What follows belongs to an exercise in optimizing a design on an open flow for small area; a production flow would make more cautious choices.
Power and IR drop assume default switching activity.

run a:
==> module debounce_fsm, before the edit <==
module debounce_fsm
    # (
        parameter DEBOUNCE_COUNTER_WIDTH    = 24
    )
    (
        input   logic i_clock,
        input   logic i_reset,
        input   logic [DEBOUNCE_COUNTER_WIDTH-1 : 0] i_debounce_counter,
        input   logic i_bouncing_signal,
        output  logic o_debounced_signal
    );
    localparam W = DEBOUNCE_COUNTER_WIDTH;
    logic meta;
    logic stable;
    logic level;
    logic waiting;
    logic [W-1 : 0] count_n;
    logic [W : 0]   carry;
    logic [W-1 : 0] count_n_inc;
    localparam H = 8;
    always_comb begin
        carry[0] = 1'b1;
        for (int i = 0; i < W; i++) begin
            count_n_inc[i] = count_n[i] ^ carry[i];
            if (i == H - 1)
                carry[i+1] = &count_n[H-1 : 0];
            else
                carry[i+1] = count_n[i] & carry[i];
        end
    end
    always_ff @(posedge i_clock) begin
        meta    <= i_bouncing_signal;
        stable  <= meta | i_reset;
        level   <= stable & ~i_reset;
        count_n <= waiting ? count_n_inc : ~i_debounce_counter;
        if (i_reset) begin
            waiting            <= 1'b0;
            o_debounced_signal <= 1'b0;
        end else if (waiting) begin
            waiting            <= ~carry[W];
        end else begin
            waiting            <= stable ^ level;
            o_debounced_signal <= level;
        end
    end
endmodule
export LEC_CHECK = 0
export CAP_MARGIN = 20
export CORE_MARGIN = 2
export CORE_UTILIZATION = 65
export PLACE_DENSITY = 0.75
export SLEW_MARGIN = 20
export SYNTH_HIERARCHICAL = 1
export BUFFER_PORTS_ARGS = -buffer_cell sky130_fd_sc_hd__buf_1
export CTS_ARGS = -sink_clustering_enable -repair_clock_nets -sink_clustering_size 30 -sink_clustering_max_diameter 80 -buf_list {sky130_fd_sc_hd__clkbuf_8 sky130_fd_sc_hd__clkbuf_16} -dont_use_dummy_load
create_clock -name core_clock -period 5.0 [get_ports {i_clock}]
standard.sh (not shown) runs the stock make flow with config.mk's settings and CLKGATE_MAP_FILE= SYNTH_SCRIPT=/design/flow/synth_recipe.tcl, a recipe that flattens the netlist after the stock synthesis.
==> flow/flow/run.sh <==
#!/bin/bash
# Layout flow: the standard ORFS flow with smaller port buffers and a
# clock tree built without dummy loads. Each tool's output goes to its own
# log file in the work folder.
set -euo pipefail
cat >> config.mk <<'EOC'
export BUFFER_PORTS_ARGS = -buffer_cell sky130_fd_sc_hd__buf_1
export CTS_ARGS = -sink_clustering_enable -repair_clock_nets -sink_clustering_size 30 -sink_clustering_max_diameter 80 -buf_list {sky130_fd_sc_hd__clkbuf_8 sky130_fd_sc_hd__clkbuf_16} -dont_use_dummy_load
EOC
bash standard.sh synth > synth.log 2>&1
bash standard.sh floorplan > floorplan.log 2>&1
bash standard.sh place > place.log 2>&1
bash standard.sh cts > cts.log 2>&1
bash standard.sh route > route.log 2>&1
bash standard.sh finish > finish.log 2>&1
The following lists how run b was set up differently from run a:
diff --git a/flow/design.v b/flow/design.v
--- a/flow/design.v
+++ b/flow/design.v
@@ -15,11 +15,11 @@
     logic level;
     logic waiting;
     logic [W-1 : 0] count_n;
     logic [W : 0]   carry;
     logic [W-1 : 0] count_n_inc;
-    localparam H = 8;
+    localparam H = W / 2;
     always_comb begin
         carry[0] = 1'b1;
         for (int i = 0; i < W; i++) begin
             count_n_inc[i] = count_n[i] ^ carry[i];
             if (i == H - 1)
[summary]
Between run a and run b, the flow reports first-iteration DRC count increasing by more than a quarter.
[run b vs run a] number of core rows: higher in run b
Compared with run a, run b shows a count of cell instances traversed by the critical path that is 4 lower.
Between run a and run b, the portion of total power attributed to combinational logic does not differ in any meaningful way.
Of run b and run a, it is run b that has the higher overall power.
There was hardly any difference in area fraction of clock buffers and clock inverters between run b and run a.
Diff run a and run b: final cell count higher in run b
Between run a and run b, the flow reports number of library cell types mapped by synthesis increasing by a few percent.
Function was not checked in any run of this note: the RTL went through the layout flow alone.

--- another note on this design; it stands on its own ---

Design zed_debouncer, start of the top module:
module zed_debouncer
    # (
        parameter SWITCH_COUNT              = 8,
        parameter BUTTON_COUNT              = 5,
        parameter DEBOUNCE_COUNTER_WIDTH    = 24
    )
    (
        input   logic i_clock,
        input   logic i_reset,
        input   logic [DEBOUNCE_COUNTER_WIDTH-1 : 0] i_switch_debounce_counter,
        input   logic [DEBOUNCE_COUNTER_WIDTH-1 : 0] i_button_debounce_counter,
        input   logic i_sw0,
        input   logic i_sw1,
        input   logic i_sw2,
        input   logic i_sw3,
        input   logic i_sw4,
        input   logic i_sw5,
        input   logic i_sw6,
        input   logic i_sw7,
        input   logic i_btnu,
        input   logic i_btnd,
        input   logic i_btnl,
        input   logic i_btnr,
        input   logic i_btnc,
        output  logic o_sw0,
        output  logic o_sw1,
        output  logic o_sw2,
        output  logic o_sw3,
        output  logic o_sw4,
        output  logic o_sw5,
        output  logic o_sw6,
        output  logic o_sw7,
        output  logic o_btnu,
        output  logic o_btnd,
        output  logic o_btnl,
        output  logic o_btnr,
        output  logic o_btnc
    );
    logic [SWITCH_COUNT-1 : 0] bouncing_switch_array;
    logic [SWITCH_COUNT-1 : 0] debounced_switch_array;
    logic [BUTTON_COUNT-1 : 0] bouncing_button_array;
    logic [BUTTON_COUNT-1 : 0] debounced_button_array;
    assign bouncing_switch_array    = {i_sw7, i_sw6, i_sw5, i_sw4, i_sw3, i_sw2, i_sw1, i_sw0};
  ...
Settings: LEC_CHECK=0, CAP_MARGIN=20, CORE_MARGIN=2, CORE_UTILIZATION=65, PLACE_DENSITY=0.75, SLEW_MARGIN=20, BUFFER_PORTS_ARGS=-buffer_cell sky130_fd_sc_hd__buf_1, CTS_ARGS=-sink_clustering_enable -repair_clock_nets -sink_clustering_size 30 -sink_clustering_max_diameter 80 -buf_list {sky130_fd_sc_hd__clkbuf_8 sky130_fd_sc_hd__clkbuf_16} -dont_use_dummy_load; clock period 5.0 ns.
standard.sh (not shown) runs the stock make flow with config.mk's settings and CLKGATE_MAP_FILE= SYNTH_SCRIPT=/design/flow/synth_recipe.tcl, a recipe that flattens the netlist after the stock synthesis.
==> flow/flow/run.sh <==
#!/bin/bash
# Layout flow: the standard ORFS flow with smaller port buffers and a
# clock tree built without dummy loads. Each tool's output goes to its own
# log file in the work folder.
set -euo pipefail
cat >> config.mk <<'EOC'
export BUFFER_PORTS_ARGS = -buffer_cell sky130_fd_sc_hd__buf_1
export CTS_ARGS = -sink_clustering_enable -repair_clock_nets -sink_clustering_size 30 -sink_clustering_max_diameter 80 -buf_list {sky130_fd_sc_hd__clkbuf_8 sky130_fd_sc_hd__clkbuf_16} -dont_use_dummy_load
EOC
bash standard.sh synth > synth.log 2>&1
bash standard.sh floorplan > floorplan.log 2>&1
bash standard.sh place > place.log 2>&1
bash standard.sh cts > cts.log 2>&1
bash standard.sh route > route.log 2>&1
bash standard.sh finish > finish.log 2>&1
The first run completed without violations.
Then changed:
--- a/flow/flow/run.sh
+++ b/flow/flow/run.sh
@@ -8 +8 @@
-export CTS_ARGS = -sink_clustering_enable -repair_clock_nets -sink_clustering_size 30 -sink_clustering_max_diameter 80 -buf_list {sky130_fd_sc_hd__clkbuf_8 sky130_fd_sc_hd__clkbuf_16} -dont_use_dummy_load
+export CTS_ARGS = -sink_clustering_enable -repair_clock_nets -sink_clustering_size 12 -sink_clustering_max_diameter 40 -buf_list {sky130_fd_sc_hd__clkbuf_4} -dont_use_dummy_load
- CTS_ARGS: -sink_clustering_enable -repair_clock_nets -sink_clustering_size 30 -sink_clustering_max_diameter 80 -buf_list {sky130_fd_sc_hd__clkbuf_8 sky130_fd_sc_hd__clkbuf_16} -dont_use_dummy_load -> -sink_clustering_enable -repair_clock_nets -sink_clustering_size 12 -sink_clustering_max_diameter 40 -buf_list {sky130_fd_sc_hd__clkbuf_4} -dont_use_dummy_load
What happened:
- The changed run finished with timing, DRC and antenna clean
- final cell count goes up by 1.1%
- critical path depth goes down by 1
- setup slack gains 14 ps
- global-route usage goes down by 0.21 points
- sequential cell count stays the same
No run of this note included a check of the RTL's function; only the layout flow was run.

## separate check: timing with driven ports
The flow's constraints put no driver on any port. The routed layouts listed below were extracted and timed again, unchanged, in two steps. Step 1 (the two cells are an assumption about what drives the block):
set clk [get_ports {i_clock}]
set_driving_cell -lib_cell sky130_fd_sc_hd__clkbuf_16 $clk
set_driving_cell -lib_cell sky130_fd_sc_hd__buf_2 [delete_from_list [all_inputs] $clk]
Step 2 also shifts input and output timing later by t, the mid clock arrival at the registers, as if the neighbouring blocks saw the same clock. Three values: ideal ports, drivers, drivers and shift; two values: the first two.
run	shift t [ns]	slack for setup (ns)	worst slew at a driven data input, ns
run a	0.548	1.059 / 1.059 / 1.059	0.06
run b	0.544	1.741 / 1.741 / 1.741	0.07
the first run of note 2	0.560	0.159 / 0.159 / 0.159	0.05
the second run of note 2	0.697	0.173 / 0.173 / 0.173	0.05
After both steps every run listed still meets setup and hold.
